Source: an optimization exercise on an open RTL-to-GDS flow (aim: small area). Production flows keep margins and buffers that such runs may drop.
No functional check of the RTL was part of this run.
The flow treats the clock pin as an ideal source, which a real chip does not have.
Power is estimated from default activity; no workload was simulated.

==> flow/design.v <==
module half_adder(input wire a, input wire b, output wire s, output wire co);
    assign s  = a ^ b;
    assign co = a & b;
endmodule
module full_adder(input wire a, input wire b, input wire ci, output wire s, output wire co);
    assign s  = a ^ b ^ ci;
    assign co = (a & b) | (a & ci) | (b & ci);
endmodule
module booth_sel(input wire one, input wire two, input wire neg, input wire a, input wire am1, output wire x);
    assign x = ((one & a) | (two & am1)) ^ neg;
endmodule
module booth_sel1(input wire one, input wire neg, input wire a, output wire x);
    assign x = (one & a) ^ neg;
endmodule
module booth_selm(input wire one, input wire two, input wire neg, input wire a, output wire xn);
    assign xn = ~(((one | two) & a) ^ neg);
endmodule
module multi16x16(
    input   wire            a_signed,
    input   wire            b_signed,
    input   wire    [15:0]  mula,
    input   wire    [15:0]  mulb,
    output  wire    [31:0]  out
);
    wire a_top = a_signed & mula[15];
    wire b_top = b_signed & mulb[15];
    wire one0 = mulb[0];
    wire two0 = mulb[1] & ~mulb[0];
    wire neg0 = mulb[1];
    wire n1;
    assign n1 = (one0 & mula[0]) ^ neg0;
    wire n2;
    assign n2 = ((one0 & mula[1]) | (two0 & mula[0])) ^ neg0;
    wire n3;
    assign n3 = ((one0 & mula[2]) | (two0 & mula[1])) ^ neg0;
    wire n4;
    assign n4 = ((one0 & mula[3]) | (two0 & mula[2])) ^ neg0;
    wire n5;
    assign n5 = ((one0 & mula[4]) | (two0 & mula[3])) ^ neg0;
    wire n6;
    assign n6 = ((one0 & mula[5]) | (two0 & mula[4])) ^ neg0;
    wire n7;
    assign n7 = ((one0 & mula[6]) | (two0 & mula[5])) ^ neg0;
    wire n8;
    assign n8 = ((one0 & mula[7]) | (two0 & mula[6])) ^ neg0;
    wire n9;
    assign n9 = ((one0 & mula[8]) | (two0 & mula[7])) ^ neg0;
    wire n10;
    assign n10 = ((one0 & mula[9]) | (two0 & mula[8])) ^ neg0;
    wire n11;
    assign n11 = ((one0 & mula[10]) | (two0 & mula[9])) ^ neg0;
    wire n12;
    assign n12 = ((one0 & mula[11]) | (two0 & mula[10])) ^ neg0;
    wire n13;
    assign n13 = ((one0 & mula[12]) | (two0 & mula[11])) ^ neg0;
    wire n14;
    assign n14 = ((one0 & mula[13]) | (two0 & mula[12])) ^ neg0;
    wire n15;
    assign n15 = ((one0 & mula[14]) | (two0 & mula[13])) ^ neg0;
    wire n16;
    assign n16 = ((one0 & mula[15]) | (two0 & mula[14])) ^ neg0;
    wire n17;
    assign n17 = ((one0 & a_top) | (two0 & mula[15])) ^ neg0;
    wire n18;
    assign n18 = ~(((one0 | two0) & a_top) ^ neg0);
    wire one1 = mulb[2] ^ mulb[1];
    wire two1 = (mulb[3] & ~mulb[2] & ~mulb[1]) | (~mulb[3] & mulb[2] & mulb[1]);
    wire neg1 = mulb[3];
    wire n19;
    assign n19 = (one1 & mula[0]) ^ neg1;
    wire n20;
    assign n20 = ((one1 & mula[1]) | (two1 & mula[0])) ^ neg1;
    wire n21;
    assign n21 = ((one1 & mula[2]) | (two1 & mula[1])) ^ neg1;
    wire n22;
    assign n22 = ((one1 & mula[3]) | (two1 & mula[2])) ^ neg1;
    wire n23;
    assign n23 = ((one1 & mula[4]) | (two1 & mula[3])) ^ neg1;
    wire n24;
    assign n24 = ((one1 & mula[5]) | (two1 & mula[4])) ^ neg1;
    wire n25;
    assign n25 = ((one1 & mula[6]) | (two1 & mula[5])) ^ neg1;
    wire n26;
    assign n26 = ((one1 & mula[7]) | (two1 & mula[6])) ^ neg1;
    wire n27;
    assign n27 = ((one1 & mula[8]) | (two1 & mula[7])) ^ neg1;
    wire n28;
    assign n28 = ((one1 & mula[9]) | (two1 & mula[8])) ^ neg1;
    wire n29;
    assign n29 = ((one1 & mula[10]) | (two1 & mula[9])) ^ neg1;
    wire n30;
    assign n30 = ((one1 & mula[11]) | (two1 & mula[10])) ^ neg1;
    wire n31;
    assign n31 = ((one1 & mula[12]) | (two1 & mula[11])) ^ neg1;
    wire n32;
    assign n32 = ((one1 & mula[13]) | (two1 & mula[12])) ^ neg1;
    wire n33;
    assign n33 = ((one1 & mula[14]) | (two1 & mula[13])) ^ neg1;
    wire n34;
    assign n34 = ((one1 & mula[15]) | (two1 & mula[14])) ^ neg1;
    wire n35;
    assign n35 = ((one1 & a_top) | (two1 & mula[15])) ^ neg1;
    wire n36;
    assign n36 = ~(((one1 | two1) & a_top) ^ neg1);
    wire one2 = mulb[4] ^ mulb[3];
    wire two2 = (mulb[5] & ~mulb[4] & ~mulb[3]) | (~mulb[5] & mulb[4] & mulb[3]);
    wire neg2 = mulb[5];
    wire n37;
    assign n37 = (one2 & mula[0]) ^ neg2;
    wire n38;
    assign n38 = ((one2 & mula[1]) | (two2 & mula[0])) ^ neg2;
    wire n39;
    assign n39 = ((one2 & mula[2]) | (two2 & mula[1])) ^ neg2;
    wire n40;
    assign n40 = ((one2 & mula[3]) | (two2 & mula[2])) ^ neg2;
    wire n41;
    assign n41 = ((one2 & mula[4]) | (two2 & mula[3])) ^ neg2;
    wire n42;
    assign n42 = ((one2 & mula[5]) | (two2 & mula[4])) ^ neg2;
    wire n43;
    assign n43 = ((one2 & mula[6]) | (two2 & mula[5])) ^ neg2;
    wire n44;
    assign n44 = ((one2 & mula[7]) | (two2 & mula[6])) ^ neg2;
    wire n45;
    assign n45 = ((one2 & mula[8]) | (two2 & mula[7])) ^ neg2;
    wire n46;
    assign n46 = ((one2 & mula[9]) | (two2 & mula[8])) ^ neg2;
    wire n47;
    assign n47 = ((one2 & mula[10]) | (two2 & mula[9])) ^ neg2;
    wire n48;
    assign n48 = ((one2 & mula[11]) | (two2 & mula[10])) ^ neg2;
    wire n49;
    assign n49 = ((one2 & mula[12]) | (two2 & mula[11])) ^ neg2;
    wire n50;
    assign n50 = ((one2 & mula[13]) | (two2 & mula[12])) ^ neg2;
    wire n51;
    assign n51 = ((one2 & mula[14]) | (two2 & mula[13])) ^ neg2;
    wire n52;
    assign n52 = ((one2 & mula[15]) | (two2 & mula[14])) ^ neg2;
    wire n53;
    assign n53 = ((one2 & a_top) | (two2 & mula[15])) ^ neg2;
    wire n54;
    assign n54 = ~(((one2 | two2) & a_top) ^ neg2);
    wire one3 = mulb[6] ^ mulb[5];
    wire two3 = (mulb[7] & ~mulb[6] & ~mulb[5]) | (~mulb[7] & mulb[6] & mulb[5]);
    wire neg3 = mulb[7];
    wire n55;
    assign n55 = (one3 & mula[0]) ^ neg3;
    wire n56;
    assign n56 = ((one3 & mula[1]) | (two3 & mula[0])) ^ neg3;
    wire n57;
    assign n57 = ((one3 & mula[2]) | (two3 & mula[1])) ^ neg3;
    wire n58;
    assign n58 = ((one3 & mula[3]) | (two3 & mula[2])) ^ neg3;
    wire n59;
    assign n59 = ((one3 & mula[4]) | (two3 & mula[3])) ^ neg3;
    wire n60;
    assign n60 = ((one3 & mula[5]) | (two3 & mula[4])) ^ neg3;
    wire n61;
    assign n61 = ((one3 & mula[6]) | (two3 & mula[5])) ^ neg3;
    wire n62;
    assign n62 = ((one3 & mula[7]) | (two3 & mula[6])) ^ neg3;
    wire n63;
    assign n63 = ((one3 & mula[8]) | (two3 & mula[7])) ^ neg3;
    wire n64;
    assign n64 = ((one3 & mula[9]) | (two3 & mula[8])) ^ neg3;
    wire n65;
    assign n65 = ((one3 & mula[10]) | (two3 & mula[9])) ^ neg3;
    wire n66;
    assign n66 = ((one3 & mula[11]) | (two3 & mula[10])) ^ neg3;
    wire n67;
    assign n67 = ((one3 & mula[12]) | (two3 & mula[11])) ^ neg3;
    wire n68;
    assign n68 = ((one3 & mula[13]) | (two3 & mula[12])) ^ neg3;
    wire n69;
    assign n69 = ((one3 & mula[14]) | (two3 & mula[13])) ^ neg3;
    wire n70;
    assign n70 = ((one3 & mula[15]) | (two3 & mula[14])) ^ neg3;
    wire n71;
    assign n71 = ((one3 & a_top) | (two3 & mula[15])) ^ neg3;
    wire n72;
    assign n72 = ~(((one3 | two3) & a_top) ^ neg3);
    wire one4 = mulb[8] ^ mulb[7];
    wire two4 = (mulb[9] & ~mulb[8] & ~mulb[7]) | (~mulb[9] & mulb[8] & mulb[7]);
    wire neg4 = mulb[9];
    wire n73;
    assign n73 = (one4 & mula[0]) ^ neg4;
    wire n74;
    assign n74 = ((one4 & mula[1]) | (two4 & mula[0])) ^ neg4;
    wire n75;
    assign n75 = ((one4 & mula[2]) | (two4 & mula[1])) ^ neg4;
    wire n76;
    assign n76 = ((one4 & mula[3]) | (two4 & mula[2])) ^ neg4;
    wire n77;
    assign n77 = ((one4 & mula[4]) | (two4 & mula[3])) ^ neg4;
    wire n78;
    assign n78 = ((one4 & mula[5]) | (two4 & mula[4])) ^ neg4;
    wire n79;
    assign n79 = ((one4 & mula[6]) | (two4 & mula[5])) ^ neg4;
    wire n80;
    assign n80 = ((one4 & mula[7]) | (two4 & mula[6])) ^ neg4;
    wire n81;
    assign n81 = ((one4 & mula[8]) | (two4 & mula[7])) ^ neg4;
    wire n82;
    assign n82 = ((one4 & mula[9]) | (two4 & mula[8])) ^ neg4;
    wire n83;
    assign n83 = ((one4 & mula[10]) | (two4 & mula[9])) ^ neg4;
    wire n84;
    assign n84 = ((one4 & mula[11]) | (two4 & mula[10])) ^ neg4;
    wire n85;
    assign n85 = ((one4 & mula[12]) | (two4 & mula[11])) ^ neg4;
    wire n86;
    assign n86 = ((one4 & mula[13]) | (two4 & mula[12])) ^ neg4;
    wire n87;
    assign n87 = ((one4 & mula[14]) | (two4 & mula[13])) ^ neg4;
    wire n88;
    assign n88 = ((one4 & mula[15]) | (two4 & mula[14])) ^ neg4;
    wire n89;
    assign n89 = ((one4 & a_top) | (two4 & mula[15])) ^ neg4;
    wire n90;
    assign n90 = ~(((one4 | two4) & a_top) ^ neg4);
    wire one5 = mulb[10] ^ mulb[9];
    wire two5 = (mulb[11] & ~mulb[10] & ~mulb[9]) | (~mulb[11] & mulb[10] & mulb[9]);
    wire neg5 = mulb[11];
    wire n91;
    assign n91 = (one5 & mula[0]) ^ neg5;
    wire n92;
    assign n92 = ((one5 & mula[1]) | (two5 & mula[0])) ^ neg5;
    wire n93;
    assign n93 = ((one5 & mula[2]) | (two5 & mula[1])) ^ neg5;
    wire n94;
    assign n94 = ((one5 & mula[3]) | (two5 & mula[2])) ^ neg5;
    wire n95;
    assign n95 = ((one5 & mula[4]) | (two5 & mula[3])) ^ neg5;
    wire n96;
    assign n96 = ((one5 & mula[5]) | (two5 & mula[4])) ^ neg5;
    wire n97;
    assign n97 = ((one5 & mula[6]) | (two5 & mula[5])) ^ neg5;
    wire n98;
    assign n98 = ((one5 & mula[7]) | (two5 & mula[6])) ^ neg5;
    wire n99;
    assign n99 = ((one5 & mula[8]) | (two5 & mula[7])) ^ neg5;
    wire n100;
    assign n100 = ((one5 & mula[9]) | (two5 & mula[8])) ^ neg5;
    wire n101;
    assign n101 = ((one5 & mula[10]) | (two5 & mula[9])) ^ neg5;
    wire n102;
    assign n102 = ((one5 & mula[11]) | (two5 & mula[10])) ^ neg5;
    wire n103;
    assign n103 = ((one5 & mula[12]) | (two5 & mula[11])) ^ neg5;
    wire n104;
    assign n104 = ((one5 & mula[13]) | (two5 & mula[12])) ^ neg5;
    wire n105;
    assign n105 = ((one5 & mula[14]) | (two5 & mula[13])) ^ neg5;
    wire n106;
    assign n106 = ((one5 & mula[15]) | (two5 & mula[14])) ^ neg5;
    wire n107;
    assign n107 = ((one5 & a_top) | (two5 & mula[15])) ^ neg5;
    wire n108;
    assign n108 = ~(((one5 | two5) & a_top) ^ neg5);
    wire one6 = mulb[12] ^ mulb[11];
    wire two6 = (mulb[13] & ~mulb[12] & ~mulb[11]) | (~mulb[13] & mulb[12] & mulb[11]);
    wire neg6 = mulb[13];
    wire n109;
    assign n109 = (one6 & mula[0]) ^ neg6;
    wire n110;
    assign n110 = ((one6 & mula[1]) | (two6 & mula[0])) ^ neg6;
    wire n111;
    assign n111 = ((one6 & mula[2]) | (two6 & mula[1])) ^ neg6;
    wire n112;
    assign n112 = ((one6 & mula[3]) | (two6 & mula[2])) ^ neg6;
    wire n113;
    assign n113 = ((one6 & mula[4]) | (two6 & mula[3])) ^ neg6;
    wire n114;
    assign n114 = ((one6 & mula[5]) | (two6 & mula[4])) ^ neg6;
    wire n115;
    assign n115 = ((one6 & mula[6]) | (two6 & mula[5])) ^ neg6;
    wire n116;
    assign n116 = ((one6 & mula[7]) | (two6 & mula[6])) ^ neg6;
    wire n117;
    assign n117 = ((one6 & mula[8]) | (two6 & mula[7])) ^ neg6;
    wire n118;
    assign n118 = ((one6 & mula[9]) | (two6 & mula[8])) ^ neg6;
    wire n119;
    assign n119 = ((one6 & mula[10]) | (two6 & mula[9])) ^ neg6;
    wire n120;
    assign n120 = ((one6 & mula[11]) | (two6 & mula[10])) ^ neg6;
    wire n121;
    assign n121 = ((one6 & mula[12]) | (two6 & mula[11])) ^ neg6;
    wire n122;
    assign n122 = ((one6 & mula[13]) | (two6 & mula[12])) ^ neg6;
    wire n123;
    assign n123 = ((one6 & mula[14]) | (two6 & mula[13])) ^ neg6;
    wire n124;
    assign n124 = ((one6 & mula[15]) | (two6 & mula[14])) ^ neg6;
    wire n125;
    assign n125 = ((one6 & a_top) | (two6 & mula[15])) ^ neg6;
    wire n126;
    assign n126 = ~(((one6 | two6) & a_top) ^ neg6);
    wire one7 = mulb[14] ^ mulb[13];
    wire two7 = (mulb[15] & ~mulb[14] & ~mulb[13]) | (~mulb[15] & mulb[14] & mulb[13]);
    wire neg7 = mulb[15];
    wire n127;
    assign n127 = (one7 & mula[0]) ^ neg7;
    wire n128;
    assign n128 = ((one7 & mula[1]) | (two7 & mula[0])) ^ neg7;
    wire n129;
    assign n129 = ((one7 & mula[2]) | (two7 & mula[1])) ^ neg7;
    wire n130;
    assign n130 = ((one7 & mula[3]) | (two7 & mula[2])) ^ neg7;
    wire n131;
    assign n131 = ((one7 & mula[4]) | (two7 & mula[3])) ^ neg7;
    wire n132;
    assign n132 = ((one7 & mula[5]) | (two7 & mula[4])) ^ neg7;
    wire n133;
    assign n133 = ((one7 & mula[6]) | (two7 & mula[5])) ^ neg7;
    wire n134;
    assign n134 = ((one7 & mula[7]) | (two7 & mula[6])) ^ neg7;
    wire n135;
    assign n135 = ((one7 & mula[8]) | (two7 & mula[7])) ^ neg7;
    wire n136;
    assign n136 = ((one7 & mula[9]) | (two7 & mula[8])) ^ neg7;
    wire n137;
    assign n137 = ((one7 & mula[10]) | (two7 & mula[9])) ^ neg7;
    wire n138;
    assign n138 = ((one7 & mula[11]) | (two7 & mula[10])) ^ neg7;
    wire n139;
    assign n139 = ((one7 & mula[12]) | (two7 & mula[11])) ^ neg7;
    wire n140;
    assign n140 = ((one7 & mula[13]) | (two7 & mula[12])) ^ neg7;
    wire n141;
    assign n141 = ((one7 & mula[14]) | (two7 & mula[13])) ^ neg7;
    wire n142;
    assign n142 = ((one7 & mula[15]) | (two7 & mula[14])) ^ neg7;
    wire n143;
    assign n143 = ((one7 & a_top) | (two7 & mula[15])) ^ neg7;
    wire n144;
    assign n144 = ~(((one7 | two7) & a_top) ^ neg7);
    wire one8 = mulb[15] & ~b_top;
    wire n145;
    assign n145 = one8 & mula[0];
    wire n146;
    assign n146 = one8 & mula[1];
    wire n147;
    assign n147 = one8 & mula[2];
    wire n148;
    assign n148 = one8 & mula[3];
    wire n149;
    assign n149 = one8 & mula[4];
    wire n150;
    assign n150 = one8 & mula[5];
    wire n151;
    assign n151 = one8 & mula[6];
    wire n152;
    assign n152 = one8 & mula[7];
    wire n153;
    assign n153 = one8 & mula[8];
    wire n154;
    assign n154 = one8 & mula[9];
    wire n155;
    assign n155 = one8 & mula[10];
    wire n156;
    assign n156 = one8 & mula[11];
    wire n157;
    assign n157 = one8 & mula[12];
    wire n158;
    assign n158 = one8 & mula[13];
    wire n159;
    assign n159 = one8 & mula[14];
    wire n160;
    assign n160 = one8 & mula[15];
    wire n161, n162;
    half_adder ha1 (.a(neg0), .b(n1), .s(n161), .co(n162));
    wire n163, n164;
    half_adder ha2 (.a(n2), .b(n162), .s(n163), .co(n164));
    wire n165, n166;
    full_adder fa1 (.a(neg1), .b(n3), .ci(n19), .s(n165), .co(n166));
    wire n167, n168;
    half_adder ha3 (.a(n164), .b(n165), .s(n167), .co(n168));
    wire n169, n170;
    full_adder fa2 (.a(n4), .b(n20), .ci(n166), .s(n169), .co(n170));
    wire n171, n172;
    half_adder ha4 (.a(n168), .b(n169), .s(n171), .co(n172));
    wire n173, n174;
    full_adder fa3 (.a(neg2), .b(n5), .ci(n21), .s(n173), .co(n174));
    wire n175, n176;
    full_adder fa4 (.a(n37), .b(n173), .ci(n170), .s(n175), .co(n176));
    wire n177, n178;
    half_adder ha5 (.a(n172), .b(n175), .s(n177), .co(n178));
    wire n179, n180;
    full_adder fa5 (.a(n6), .b(n22), .ci(n38), .s(n179), .co(n180));
    wire n181, n182;
    full_adder fa6 (.a(n174), .b(n179), .ci(n176), .s(n181), .co(n182));
    wire n183, n184;
    full_adder fa7 (.a(neg3), .b(n7), .ci(n23), .s(n183), .co(n184));
    wire n185, n186;
    full_adder fa8 (.a(n39), .b(n55), .ci(n180), .s(n185), .co(n186));
    wire n187, n188;
    full_adder fa9 (.a(n183), .b(n185), .ci(n182), .s(n187), .co(n188));
    wire n189, n190;
    full_adder fa10 (.a(n8), .b(n24), .ci(n40), .s(n189), .co(n190));
    wire n191, n192;
    full_adder fa11 (.a(n56), .b(n184), .ci(n189), .s(n191), .co(n192));
    wire n193, n194;
    full_adder fa12 (.a(n186), .b(n191), .ci(n188), .s(n193), .co(n194));
    wire n195, n196;
    full_adder fa13 (.a(neg4), .b(n9), .ci(n25), .s(n195), .co(n196));
    wire n197, n198;
    full_adder fa14 (.a(n41), .b(n57), .ci(n73), .s(n197), .co(n198));
    wire n199, n200;
    full_adder fa15 (.a(n190), .b(n195), .ci(n197), .s(n199), .co(n200));
    wire n201, n202;
    half_adder ha6 (.a(n192), .b(n199), .s(n201), .co(n202));
    wire n203, n204;
    full_adder fa16 (.a(n10), .b(n26), .ci(n42), .s(n203), .co(n204));
    wire n205, n206;
    full_adder fa17 (.a(n58), .b(n74), .ci(n196), .s(n205), .co(n206));
    wire n207, n208;
    full_adder fa18 (.a(n198), .b(n203), .ci(n205), .s(n207), .co(n208));
    wire n209, n210;
    full_adder fa19 (.a(n200), .b(n207), .ci(n202), .s(n209), .co(n210));
    wire n211, n212;
    full_adder fa20 (.a(neg5), .b(n11), .ci(n27), .s(n211), .co(n212));
    wire n213, n214;
    full_adder fa21 (.a(n43), .b(n59), .ci(n75), .s(n213), .co(n214));
    wire n215, n216;
    full_adder fa22 (.a(n91), .b(n204), .ci(n211), .s(n215), .co(n216));
    wire n217, n218;
    full_adder fa23 (.a(n213), .b(n206), .ci(n215), .s(n217), .co(n218));
    wire n219, n220;
    full_adder fa24 (.a(n208), .b(n217), .ci(n210), .s(n219), .co(n220));
    wire n221, n222;
    full_adder fa25 (.a(n12), .b(n28), .ci(n44), .s(n221), .co(n222));
    wire n223, n224;
    full_adder fa26 (.a(n60), .b(n76), .ci(n92), .s(n223), .co(n224));
    wire n225, n226;
    full_adder fa27 (.a(n212), .b(n214), .ci(n221), .s(n225), .co(n226));
    wire n227, n228;
    full_adder fa28 (.a(n223), .b(n216), .ci(n225), .s(n227), .co(n228));
    wire n229, n230;
    full_adder fa29 (.a(n218), .b(n227), .ci(n220), .s(n229), .co(n230));
    wire n231, n232;
    full_adder fa30 (.a(neg6), .b(n13), .ci(n29), .s(n231), .co(n232));
    wire n233, n234;
    full_adder fa31 (.a(n45), .b(n61), .ci(n77), .s(n233), .co(n234));
    wire n235, n236;
    full_adder fa32 (.a(n93), .b(n109), .ci(n222), .s(n235), .co(n236));
    wire n237, n238;
    full_adder fa33 (.a(n224), .b(n231), .ci(n233), .s(n237), .co(n238));
    wire n239, n240;
    full_adder fa34 (.a(n235), .b(n226), .ci(n237), .s(n239), .co(n240));
    wire n241, n242;
    half_adder ha7 (.a(n228), .b(n239), .s(n241), .co(n242));
    wire n243, n244;
    full_adder fa35 (.a(n14), .b(n30), .ci(n46), .s(n243), .co(n244));
    wire n245, n246;
    full_adder fa36 (.a(n62), .b(n78), .ci(n94), .s(n245), .co(n246));
    wire n247, n248;
    full_adder fa37 (.a(n110), .b(n232), .ci(n234), .s(n247), .co(n248));
    wire n249, n250;
    full_adder fa38 (.a(n243), .b(n245), .ci(n236), .s(n249), .co(n250));
    wire n251, n252;
    full_adder fa39 (.a(n238), .b(n247), .ci(n249), .s(n251), .co(n252));
    wire n253, n254;
    full_adder fa40 (.a(n240), .b(n251), .ci(n242), .s(n253), .co(n254));
    wire n255, n256;
    full_adder fa41 (.a(neg7), .b(n15), .ci(n31), .s(n255), .co(n256));
    wire n257, n258;
    full_adder fa42 (.a(n47), .b(n63), .ci(n79), .s(n257), .co(n258));
    wire n259, n260;
    full_adder fa43 (.a(n95), .b(n111), .ci(n127), .s(n259), .co(n260));
    wire n261, n262;
    full_adder fa44 (.a(n244), .b(n246), .ci(n255), .s(n261), .co(n262));
    wire n263, n264;
    full_adder fa45 (.a(n257), .b(n259), .ci(n248), .s(n263), .co(n264));
    wire n265, n266;
    full_adder fa46 (.a(n261), .b(n250), .ci(n263), .s(n265), .co(n266));
    wire n267, n268;
    full_adder fa47 (.a(n252), .b(n265), .ci(n254), .s(n267), .co(n268));
    wire n269, n270;
    full_adder fa48 (.a(n16), .b(n32), .ci(n48), .s(n269), .co(n270));
    wire n271, n272;
    full_adder fa49 (.a(n64), .b(n80), .ci(n96), .s(n271), .co(n272));
    wire n273, n274;
    full_adder fa50 (.a(n112), .b(n128), .ci(n256), .s(n273), .co(n274));
    wire n275, n276;
    full_adder fa51 (.a(n258), .b(n260), .ci(n269), .s(n275), .co(n276));
    wire n277, n278;
    full_adder fa52 (.a(n271), .b(n273), .ci(n262), .s(n277), .co(n278));
    wire n279, n280;
    full_adder fa53 (.a(n275), .b(n264), .ci(n277), .s(n279), .co(n280));
    wire n281, n282;
    half_adder ha8 (.a(n266), .b(n279), .s(n281), .co(n282));
    wire n283, n284;
    full_adder fa54 (.a(n17), .b(n33), .ci(n49), .s(n283), .co(n284));
    wire n285, n286;
    full_adder fa55 (.a(n65), .b(n81), .ci(n97), .s(n285), .co(n286));
    wire n287, n288;
    full_adder fa56 (.a(n113), .b(n129), .ci(n145), .s(n287), .co(n288));
    wire n289, n290;
    full_adder fa57 (.a(n270), .b(n272), .ci(n283), .s(n289), .co(n290));
    wire n291, n292;
    full_adder fa58 (.a(n285), .b(n287), .ci(n274), .s(n291), .co(n292));
    wire n293, n294;
    full_adder fa59 (.a(n276), .b(n289), .ci(n291), .s(n293), .co(n294));
    wire n295, n296;
    full_adder fa60 (.a(n278), .b(n293), .ci(n280), .s(n295), .co(n296));
    wire n297 = ~n18;
    wire n298, n299;
    full_adder fa61 (.a(n34), .b(n50), .ci(n66), .s(n298), .co(n299));
    wire n300, n301;
    full_adder fa62 (.a(n82), .b(n98), .ci(n114), .s(n300), .co(n301));
    wire n302, n303;
    full_adder fa63 (.a(n130), .b(n146), .ci(n297), .s(n302), .co(n303));
    wire n304, n305;
    full_adder fa64 (.a(n284), .b(n286), .ci(n288), .s(n304), .co(n305));
    wire n306, n307;
    full_adder fa65 (.a(n298), .b(n300), .ci(n302), .s(n306), .co(n307));
    wire n308, n309;
    full_adder fa66 (.a(n290), .b(n304), .ci(n306), .s(n308), .co(n309));
    wire n310, n311;
    full_adder fa67 (.a(n292), .b(n308), .ci(n294), .s(n310), .co(n311));
    wire n312 = ~n35;
    wire n313, n314;
    full_adder fa68 (.a(n51), .b(n67), .ci(n83), .s(n313), .co(n314));
    wire n315, n316;
    full_adder fa69 (.a(n99), .b(n115), .ci(n131), .s(n315), .co(n316));
    wire n317, n318;
    full_adder fa70 (.a(n147), .b(n18), .ci(n312), .s(n317), .co(n318));
    wire n319, n320;
    full_adder fa71 (.a(n299), .b(n301), .ci(n303), .s(n319), .co(n320));
    wire n321, n322;
    full_adder fa72 (.a(n313), .b(n315), .ci(n317), .s(n321), .co(n322));
    wire n323, n324;
    full_adder fa73 (.a(n305), .b(n307), .ci(n319), .s(n323), .co(n324));
    wire n325, n326;
    full_adder fa74 (.a(n321), .b(n309), .ci(n323), .s(n325), .co(n326));
    wire n327, n328;
    full_adder fa75 (.a(n36), .b(n52), .ci(n68), .s(n327), .co(n328));
    wire n329, n330;
    full_adder fa76 (.a(n84), .b(n100), .ci(n116), .s(n329), .co(n330));
    wire n331, n332;
    full_adder fa77 (.a(n132), .b(n148), .ci(n35), .s(n331), .co(n332));
    wire n333, n334;
    full_adder fa78 (.a(n314), .b(n316), .ci(n318), .s(n333), .co(n334));
    wire n335, n336;
    full_adder fa79 (.a(n327), .b(n329), .ci(n331), .s(n335), .co(n336));
    wire n337, n338;
    full_adder fa80 (.a(n320), .b(n322), .ci(n333), .s(n337), .co(n338));
    wire n339, n340;
    full_adder fa81 (.a(n335), .b(n324), .ci(n337), .s(n339), .co(n340));
    wire n341 = ~n53;
    wire n342, n343;
    full_adder fa82 (.a(n69), .b(n85), .ci(n101), .s(n342), .co(n343));
    wire n344, n345;
    full_adder fa83 (.a(n117), .b(n133), .ci(n149), .s(n344), .co(n345));
    wire n346, n347;
    full_adder fa84 (.a(n341), .b(n328), .ci(n330), .s(n346), .co(n347));
    wire n348, n349;
    full_adder fa85 (.a(n332), .b(n342), .ci(n344), .s(n348), .co(n349));
    wire n350, n351;
    full_adder fa86 (.a(n334), .b(n336), .ci(n346), .s(n350), .co(n351));
    wire n352, n353;
    full_adder fa87 (.a(n348), .b(n338), .ci(n350), .s(n352), .co(n353));
    wire n354, n355;
    full_adder fa88 (.a(n54), .b(n70), .ci(n86), .s(n354), .co(n355));
    wire n356, n357;
    full_adder fa89 (.a(n102), .b(n118), .ci(n134), .s(n356), .co(n357));
    wire n358, n359;
    full_adder fa90 (.a(n150), .b(n53), .ci(n343), .s(n358), .co(n359));
    wire n360, n361;
    full_adder fa91 (.a(n345), .b(n354), .ci(n356), .s(n360), .co(n361));
    wire n362, n363;
    full_adder fa92 (.a(n347), .b(n358), .ci(n349), .s(n362), .co(n363));
    wire n364, n365;
    full_adder fa93 (.a(n360), .b(n351), .ci(n362), .s(n364), .co(n365));
    wire n366 = ~n71;
    wire n367, n368;
    full_adder fa94 (.a(n87), .b(n103), .ci(n119), .s(n367), .co(n368));
    wire n369, n370;
    full_adder fa95 (.a(n135), .b(n151), .ci(n366), .s(n369), .co(n370));
    wire n371, n372;
    full_adder fa96 (.a(n355), .b(n357), .ci(n367), .s(n371), .co(n372));
    wire n373, n374;
    full_adder fa97 (.a(n369), .b(n359), .ci(n361), .s(n373), .co(n374));
    wire n375, n376;
    full_adder fa98 (.a(n371), .b(n363), .ci(n373), .s(n375), .co(n376));
    wire n377, n378;
    full_adder fa99 (.a(n72), .b(n88), .ci(n104), .s(n377), .co(n378));
    wire n379, n380;
    full_adder fa100 (.a(n120), .b(n136), .ci(n152), .s(n379), .co(n380));
    wire n381, n382;
    full_adder fa101 (.a(n71), .b(n368), .ci(n370), .s(n381), .co(n382));
    wire n383, n384;
    full_adder fa102 (.a(n377), .b(n379), .ci(n372), .s(n383), .co(n384));
    wire n385, n386;
    full_adder fa103 (.a(n381), .b(n374), .ci(n383), .s(n385), .co(n386));
    wire n387 = ~n89;
    wire n388, n389;
    full_adder fa104 (.a(n105), .b(n121), .ci(n137), .s(n388), .co(n389));
    wire n390, n391;
    full_adder fa105 (.a(n153), .b(n387), .ci(n378), .s(n390), .co(n391));
    wire n392, n393;
    full_adder fa106 (.a(n380), .b(n388), .ci(n382), .s(n392), .co(n393));
    wire n394, n395;
    full_adder fa107 (.a(n390), .b(n392), .ci(n384), .s(n394), .co(n395));
    wire n396, n397;
    full_adder fa108 (.a(n90), .b(n106), .ci(n122), .s(n396), .co(n397));
    wire n398, n399;
    full_adder fa109 (.a(n138), .b(n154), .ci(n89), .s(n398), .co(n399));
    wire n400, n401;
    full_adder fa110 (.a(n389), .b(n396), .ci(n398), .s(n400), .co(n401));
    wire n402, n403;
    full_adder fa111 (.a(n391), .b(n400), .ci(n393), .s(n402), .co(n403));
    wire n404 = ~n107;
    wire n405, n406;
    full_adder fa112 (.a(n123), .b(n139), .ci(n155), .s(n405), .co(n406));
    wire n407, n408;
    full_adder fa113 (.a(n404), .b(n397), .ci(n399), .s(n407), .co(n408));
    wire n409, n410;
    full_adder fa114 (.a(n405), .b(n401), .ci(n407), .s(n409), .co(n410));
    wire n411, n412;
    full_adder fa115 (.a(n108), .b(n124), .ci(n140), .s(n411), .co(n412));
    wire n413, n414;
    full_adder fa116 (.a(n156), .b(n107), .ci(n406), .s(n413), .co(n414));
    wire n415, n416;
    full_adder fa117 (.a(n411), .b(n408), .ci(n413), .s(n415), .co(n416));
    wire n417 = ~n125;
    wire n418, n419;
    full_adder fa118 (.a(n141), .b(n157), .ci(n417), .s(n418), .co(n419));
    wire n420, n421;
    full_adder fa119 (.a(n412), .b(n418), .ci(n414), .s(n420), .co(n421));
    wire n422, n423;
    full_adder fa120 (.a(n126), .b(n142), .ci(n158), .s(n422), .co(n423));
    wire n424, n425;
    full_adder fa121 (.a(n125), .b(n419), .ci(n422), .s(n424), .co(n425));
    wire n426 = ~n143;
    wire n427, n428;
    full_adder fa122 (.a(n159), .b(n426), .ci(n423), .s(n427), .co(n428));
    wire n429, n430;
    full_adder fa123 (.a(n144), .b(n160), .ci(n143), .s(n429), .co(n430));
    wire n431, n432;
    half_adder ha9 (.a(n178), .b(n181), .s(n431), .co(n432));
    wire n433, n434;
    half_adder ha10 (.a(n194), .b(n201), .s(n433), .co(n434));
    wire n435, n436;
    half_adder ha11 (.a(n230), .b(n241), .s(n435), .co(n436));
    wire n437, n438;
    half_adder ha12 (.a(n268), .b(n281), .s(n437), .co(n438));
    wire n439, n440;
    half_adder ha13 (.a(n282), .b(n295), .s(n439), .co(n440));
    wire n441, n442;
    half_adder ha14 (.a(n296), .b(n310), .s(n441), .co(n442));
    wire n443, n444;
    half_adder ha15 (.a(n311), .b(n325), .s(n443), .co(n444));
    wire n445, n446;
    half_adder ha16 (.a(n326), .b(n339), .s(n445), .co(n446));
    wire n447, n448;
    half_adder ha17 (.a(n340), .b(n352), .s(n447), .co(n448));
    wire n449, n450;
    half_adder ha18 (.a(n353), .b(n364), .s(n449), .co(n450));
    wire n451, n452;
    half_adder ha19 (.a(n365), .b(n375), .s(n451), .co(n452));
    wire n453, n454;
    half_adder ha20 (.a(n376), .b(n385), .s(n453), .co(n454));
    wire n455, n456;
    half_adder ha21 (.a(n386), .b(n394), .s(n455), .co(n456));
    wire n457, n458;
    half_adder ha22 (.a(n395), .b(n402), .s(n457), .co(n458));
    wire n459, n460;
    half_adder ha23 (.a(n403), .b(n409), .s(n459), .co(n460));
    wire n461, n462;
    half_adder ha24 (.a(n410), .b(n415), .s(n461), .co(n462));
    wire n463, n464;
    half_adder ha25 (.a(n416), .b(n420), .s(n463), .co(n464));
    wire n465, n466;
    half_adder ha26 (.a(n421), .b(n424), .s(n465), .co(n466));
    wire n467, n468;
    half_adder ha27 (.a(n425), .b(n427), .s(n467), .co(n468));
    wire n469, n470;
    half_adder ha28 (.a(n428), .b(n429), .s(n469), .co(n470));
    wire n471 = n187 & n432;
    wire n472 = n187 & n431;
    wire n473 = n433 & n193;
    wire n474 = n219 & n209;
    wire n475 = n435 & n229;
    wire n476 = n267 & n253;
    wire n477 = n440 | (n439 & n438);
    wire n478 = n439 & n437;
    wire n479 = n444 | (n443 & n442);
    wire n480 = n443 & n441;
    wire n481 = n448 | (n447 & n446);
    wire n482 = n447 & n445;
    wire n483 = n452 | (n451 & n450);
    wire n484 = n451 & n449;
    wire n485 = n456 | (n455 & n454);
    wire n486 = n455 & n453;
    wire n487 = n460 | (n459 & n458);
    wire n488 = n459 & n457;
    wire n489 = n464 | (n463 & n462);
    wire n490 = n463 & n461;
    wire n491 = n468 | (n467 & n466);
    wire n492 = n467 & n465;
    wire n493 = n434 | (n473 & n471);
    wire n494 = n473 & n472;
    wire n495 = n475 & n474;
    wire n496 = n478 & n476;
    wire n497 = n481 | (n482 & n479);
    wire n498 = n482 & n480;
    wire n499 = n485 | (n486 & n483);
    wire n500 = n486 & n484;
    wire n501 = n489 | (n490 & n487);
    wire n502 = n490 & n488;
    wire n503 = n436 | (n495 & n493);
    wire n504 = n495 & n494;
    wire n505 = n497 | (n498 & n477);
    wire n506 = n498 & n496;
    wire n507 = n501 | (n502 & n499);
    wire n508 = n502 & n500;
    wire n509 = n505 | (n506 & n503);
    wire n510 = n506 & n504;
    wire n511 = n507 | (n508 & n509);
    wire n512 = n508 & n510;
    wire n513 = n477 | (n496 & n503);
    wire n514 = n496 & n504;
    wire n515 = n499 | (n500 & n509);
    wire n516 = n500 & n510;
    wire n517 = n474 & n493;
    wire n518 = n474 & n494;
    wire n519 = n476 & n503;
    wire n520 = n476 & n504;
    wire n521 = n479 | (n480 & n513);
    wire n522 = n480 & n514;
    wire n523 = n483 | (n484 & n509);
    wire n524 = n484 & n510;
    wire n525 = n487 | (n488 & n515);
    wire n526 = n488 & n516;
    wire n527 = n491 | (n492 & n511);
    wire n528 = n492 & n512;
    wire n529 = n193 & n471;
    wire n530 = n193 & n472;
    wire n531 = n209 & n493;
    wire n532 = n209 & n494;
    wire n533 = n229 & n517;
    wire n534 = n229 & n518;
    wire n535 = n253 & n503;
    wire n536 = n253 & n504;
    wire n537 = n438 | (n437 & n519);
    wire n538 = n437 & n520;
    wire n539 = n442 | (n441 & n513);
    wire n540 = n441 & n514;
    wire n541 = n446 | (n445 & n521);
    wire n542 = n445 & n522;
    wire n543 = n450 | (n449 & n509);
    wire n544 = n449 & n510;
    wire n545 = n454 | (n453 & n523);
    wire n546 = n453 & n524;
    wire n547 = n458 | (n457 & n515);
    wire n548 = n457 & n516;
    wire n549 = n462 | (n461 & n525);
    wire n550 = n461 & n526;
    wire n551 = n466 | (n465 & n511);
    wire n552 = n465 & n512;
    wire n553 = n470 | (n469 & n527);
    wire n554 = n469 & n528;
    wire n555 = n187 ^ n432;
    wire n556 = n193 ^ n471;
    wire n557 = n433 ^ n529;
    wire n558 = n209 ^ n493;
    wire n559 = n219 ^ n531;
    wire n560 = n229 ^ n517;
    wire n561 = n435 ^ n533;
    wire n562 = n253 ^ n503;
    wire n563 = n267 ^ n535;
    wire n564 = n437 ^ n519;
    wire n565 = n439 ^ n537;
    wire n566 = n441 ^ n513;
    wire n567 = n443 ^ n539;
    wire n568 = n445 ^ n521;
    wire n569 = n447 ^ n541;
    wire n570 = n449 ^ n509;
    wire n571 = n451 ^ n543;
    wire n572 = n453 ^ n523;
    wire n573 = n455 ^ n545;
    wire n574 = n457 ^ n515;
    wire n575 = n459 ^ n547;
    wire n576 = n461 ^ n525;
    wire n577 = n463 ^ n549;
    wire n578 = n465 ^ n511;
    wire n579 = n467 ^ n551;
    wire n580 = n469 ^ n527;
    assign out[0] = n161;  
    assign out[1] = n163;  
    assign out[2] = n167;  
    assign out[3] = n171;  
    assign out[4] = n177;  
    assign out[5] = n431;  
    assign out[6] = n555;  
    assign out[7] = n556;  
    assign out[8] = n557;  
    assign out[9] = n558;  
    assign out[10] = n559;  
    assign out[11] = n560;  
    assign out[12] = n561;  
    assign out[13] = n562;  
    assign out[14] = n563;  
    assign out[15] = n564;  
    assign out[16] = n565;  
    assign out[17] = n566;  
    assign out[18] = n567;  
    assign out[19] = n568;  
    assign out[20] = n569;  
    assign out[21] = n570;  
    assign out[22] = n571;  
    assign out[23] = n572;  
    assign out[24] = n573;  
    assign out[25] = n574;  
    assign out[26] = n575;  
    assign out[27] = n576;  
    assign out[28] = n577;  
    assign out[29] = n578;  
    assign out[30] = n579;  
    assign out[31] = n580;  
endmodule
module mul16_top(
    input   wire            clk,
    input   wire            a_signed,
    input   wire            b_signed,
    input   wire    [15:0]  mula,
    input   wire    [15:0]  mulb,
    output  reg     [31:0]  p
);
reg             a_signed_q, b_signed_q;
reg     [15:0]  mula_q, mulb_q;
wire    [31:0]  prod;
always @(posedge clk) begin
    a_signed_q <= a_signed;
    b_signed_q <= b_signed;
    mula_q     <= mula;
    mulb_q     <= mulb;
    p          <= prod;
end
multi16x16 mult(
    .a_signed(a_signed_q),
    .b_signed(b_signed_q),
    .mula(mula_q),
    .mulb(mulb_q),
    .out(prod)
);
endmodule
==> flow/flow/run.sh <==
#!/bin/bash
# The standard layout (standard.sh, synthesis unchanged) with these changes:
#  - before floorplan, combinational cells that synthesis upsized are swapped
#    back to their smallest drive strength (flow/downsize.tcl); the standard
#    repair steps add drive back where slew, capacitance or timing need it;
#  - global placement is not timing-driven (no rebuffering there); the
#    synthesis buffers are still removed before it (flow/unbuffer.tcl);
#  - the port buffers inserted before global placement are buf_1 instead of
#    the resizer's default choice;
#  - clock tree synthesis uses clkbuf_4 buffers and adds no dummy loads; after
#    it, a clock buffer driving 10 or more pins becomes a clkbuf_8
#    (flow/cts_fix.tcl) to keep clock-pin slews low.
# The full output of the make run goes to standard.log here; ORFS keeps each
# step's own log under orfs/logs/.
set -euo pipefail
here=$(pwd)
export BUFFER_PORTS_ARGS="-buffer_cell sky130_fd_sc_hd__buf_1"
export CTS_ARGS="-sink_clustering_enable -repair_clock_nets -dont_use_dummy_load -sink_clustering_size 12 -root_buf sky130_fd_sc_hd__clkbuf_4 -buf_list {sky130_fd_sc_hd__clkbuf_4}"
export PRE_FLOORPLAN_TCL="$here/flow/downsize.tcl"
export POST_CTS_TCL="$here/flow/cts_fix.tcl"
export PRE_GLOBAL_PLACE_TCL="$here/flow/unbuffer.tcl"
export CTS_FIX_MIN_SINKS=10
bash standard.sh > standard.log 2>&1
==> flow/flow/cts_fix.tcl <==
# POST_CTS hook: a clkbuf_4 clock buffer that drives many flip-flops is
# swapped for a clkbuf_8 so that every clock pin's slew stays well inside the
# limit; the placement is then legalized again.
set db [ord::get_db]
set block [[$db getChip] getBlock]
set big [$db findMaster sky130_fd_sc_hd__clkbuf_8]
set n 0
foreach inst [$block getInsts] {
  if {[[$inst getMaster] getName] != "sky130_fd_sc_hd__clkbuf_4"} { continue }
  set out [$inst findITerm X]
  set net [$out getNet]
  if {$net == "NULL"} { continue }
  set sinks [expr {[llength [$net getITerms]] - 1}]
  if {$sinks >= $::env(CTS_FIX_MIN_SINKS)} {
    puts "clock buffer [$inst getName] drives $sinks pins: clkbuf_8"
    $inst swapMaster $big
    incr n
  }
}
puts "upsized $n clock buffers"
if {$n > 0} {
  detailed_placement
  check_placement -verbose
  estimate_parasitics -placement
}
==> flow/flow/downsize.tcl <==
# PRE_FLOORPLAN hook: swap every combinational cell that synthesis upsized
# (drive strength 2 or more) back to its smallest variant of the same
# function; buffers, clock cells, flip-flops and adder cells are left alone.
# The standard flow's later repair steps add drive back where slew,
# capacitance or timing need it.
set db [ord::get_db]
set block [[$db getChip] getBlock]
set n 0
foreach inst [$block getInsts] {
  set m [[$inst getMaster] getName]
  if {![regexp {^sky130_fd_sc_hd__([a-z0-9]+)_([0-9]+)$} $m -> base drive]} { continue }
  if {$drive < 2} { continue }
  if {[regexp {^(buf|clkbuf|clkinv|dfxtp|fa|ha|conb|dly|clkdly)} $base]} { continue }
  foreach d {1 0} {
    set new [$db findMaster sky130_fd_sc_hd__${base}_$d]
    if {$new != "NULL"} {
      puts "downsize [$inst getName] $m -> sky130_fd_sc_hd__${base}_$d"
      $inst swapMaster $new
      incr n
      break
    }
  }
}
puts "downsized $n instances"
==> flow/flow/unbuffer.tcl <==
# PRE_GLOBAL_PLACE hook: remove the buffers synthesis inserted, as the
# standard flow does when global placement is timing-driven; the standard
# repair_design step after placement adds back the buffers that slew,
# capacitance or fanout limits need.
remove_buffers
==> flow/standard.sh <==
#!/bin/bash
# synth_recipe.tcl (not shown) runs the flow's synth.tcl, then flattens the netlist and writes it again
# the make line also repeats each setting of config.mk as NAME=value (left out here)
make -C /OpenROAD-flow-scripts/flow DESIGN_CONFIG=/design/flow/config.mk WORK_HOME=/design/flow/orfs CLKGATE_MAP_FILE= SYNTH_SCRIPT=/design/flow/synth_recipe.tcl "${@:-finish}"
==> flow/config.mk <==
export PLATFORM = sky130hd
export DESIGN_NAME = mul16_top
export DESIGN_NICKNAME = mul16_top
export VERILOG_FILES = /design/flow/design.v
export SDC_FILE = /design/flow/constraint.sdc
export NUM_CORES = 4
export LEC_CHECK = 0
export ABC_AREA = 1
export CAP_MARGIN = 20
export CORE_MARGIN = 2
export CORE_UTILIZATION = 55
export CTS_BUF_LIST = sky130_fd_sc_hd__clkbuf_4 sky130_fd_sc_hd__clkbuf_8
export CTS_CLUSTER_SIZE = 16
export GPL_TIMING_DRIVEN = 0
export SLEW_MARGIN = 20
export SYNTH_HIERARCHICAL = 1
==> flow/constraint.sdc <==
create_clock -name core_clock -period 6.5 [get_ports {clk}]
set_input_delay 1.3000 -clock core_clock [delete_from_list [all_inputs] [get_ports {clk}]]
set_output_delay 1.3000 -clock core_clock [all_outputs]
set_load 0.01 [all_outputs]
==> out/qor.yml <==
status: "finished clean"
grt_max_degree: 24
required_ns: 6.88
place_inst: 956
overflow: 0
fin_crit_sh: 0.9370
finalNetCount: 986
grt_use_total: 0.2650
syn-num-nets: 993
peakVddDrop_v: 0.0004386
hp-class: "primary input to flip-flop"
io_buffers: 66
detail-route-antenna-nets: 0
clk_latency_ns: 0.46
worst_pin_slew_ns: 0.7646
path_max_fanout: 22
hold-worst-slack_ns: 0.9159
synthCells: 794
design.core.area_um2: 13880
first_pass_iters: 5
slowest_delay_ns: 0.72
slew_headroom: 0.4902
vias: 5661
crit_arrival_ns: 6.47
pwr-share-comb: 0.813
hold_viol: 0
post-route-min-period_ns: 6.090
setup_viol: 0
wire_per_inst_um: 19.01
worst-r2r-setup-slack_ns: 0.41
crit_buf_inv: 2
grt_pass1_wl_um: 30780
routed_via_density: 5.860
crit_path_start_kind: "flip-flop"
finalNonFillerCells: 966
seq_power_share: 0.140
drtIter0Drc: 397
seq_area_um2: 1334
p_per_area_nw_per_um2: 610.0
p_leak_uw: 0.003372
clk_pin_slew_ns: 0.11
cap_violations: 0
path_class: "flip-flop to flip-flop"
maxSlewViolCount: 0
die_x_um: 123.4
slowest_stage: "dfxtp_2"
path_common_cell: "nand2_1"
power_frac_clock: 0.047
die_h_um: 123.4
end_kind: "flip-flop"
drt_wl_total_um: 18360
critical-path-top-delay-family: "adder cells"
gp_congestion: 0.8845
antenna_found_initial: 1
fmax_mhz: 164.2
dp_hpwl_um: 13580
drive_above_1_share: 0.03057
clock-skew-final_ns: 0.03684
multi_input_area_um2: 5734
fill_cells: 1258
rsz0062_at_grt: "false"
p_int_uw: 2441
yosysWarnings: 7
p_sw_frac: 0.4905
dieArea_um2: 15220
route.detailed.drc: 0
cts_sinks: 66
cts_tree: "yes"
power.switching_uw: 2349
ios: 67
start_util: 0.5647
grt_pass1_vias: 5906
rows: 43
per-stage QoR:
step	utilization	cell area [um2]	worst slack [ns]	power, uW	TNS, ns
2_1_floorplan	-	7839	1.248	5111	0
3_3_place_gp	0.5551	7705	-0.4348	4514	-3.215
3_5_place_dp	0.5566	7726	-0.5109	4622	-4.333
5_1_grt	0.5657	7853	0.002391	5508	0
6_report	0.5657	7853	0.4095	4790	0
registers in the layout (all words and copies together) (netlist names):
| register | cells |
|---|---|
| a_signed_q | 1 |
| b_signed_q | 1 |
| mula_q | 16 |
| p | 32 |
| mulb_q | 16 |
power groups by stage:
stage                     sequential (uW)  combinational [uW]  clock (uW)
after floorplan                       719                4390           0
after global placement                679                3830           0
after detailed placement              681                3940           0
after global routing                  686                4570         252
final                                 671                3900         223
metal layers:
metal / share of wire / GRT usage / vias to the layer above
met3: 0.053 / 0.03598 / 28
met2: 0.48 / 0.4245 / 209
met5: 0 / 0 / -
li1: - / - / 2599
met1: 0.44 / 0.3662 / 2825
met4: 0.025 / 0.1016 / 0
placed cells by master, fill, tap and decap left out:
cell type	count
a211oi_1	7
a21o_1	1
a21oi_1	14
a22oi_1	1
a31o_1	1
a31oi_1	1
buf_1	66
buf_4	1
clkbuf_4	7
clkbuf_8	2
clkinv_1	9
dfxtp_1	58
dfxtp_2	7
dfxtp_4	1
diode_2	1
fa_1	123
ha_1	41
inv_1	50
nand2_1	54
nand3_1	6
nand4_1	2
nor2_1	47
nor3_1	1
o21ai_0	3
o21ai_1	2
o21ai_2	3
o21ai_4	3
o22ai_1	127
or2_1	1
xnor2_1	8
xor2_1	138
cell type report:
cell class	instances	area share
Antenna cell	1	0.0003187
Clock buffer	9	0.01020
Timing Repair Buffer	67	0.03250
Inverter	59	0.02820
Multi-Input combinational cell	584	0.7302
Tap cell	180	0.02868
Sequential cell	66	0.1699
path summary, 6_finish.rpt:
path,startpoint,endpoint,cells after the start
setup reg to reg,mulb_q[1],p[28],26
hold / removal,mulb[14],mulb_q[14],1
hold reg to reg,mulb_q[1],p[0],1
setup / recovery,mulb_q[1],p[28],26

re-timing with driven ports:
The flow's constraints put no driver on any port. The routed layout listed below was extracted and timed again, unchanged, in two steps. Step 1, drivers: a clkbuf_16 drives clk and a buf_2 each remaining input, both assumed. Step 2 also shifts input and output timing later by t, the mid clock arrival at the registers, as if the neighbouring blocks saw the same clock. Slacks: ideal / step 1 / step 2; pairs: ideal / step 1.
t, ns: 0.480
setup slack, ns: 0.410 / 0.410 / 0.410
hold slack, ns: 0.916 / 0.902 / 0.917
worst setup path at the end: register to register
worst register clock-pin slew, ns: 0.11 / 0.11
After both steps this run still meets setup and hold. For this run, drivers alone change the setup slack by 0.000 ns; drivers and shift together by 0.000 ns.
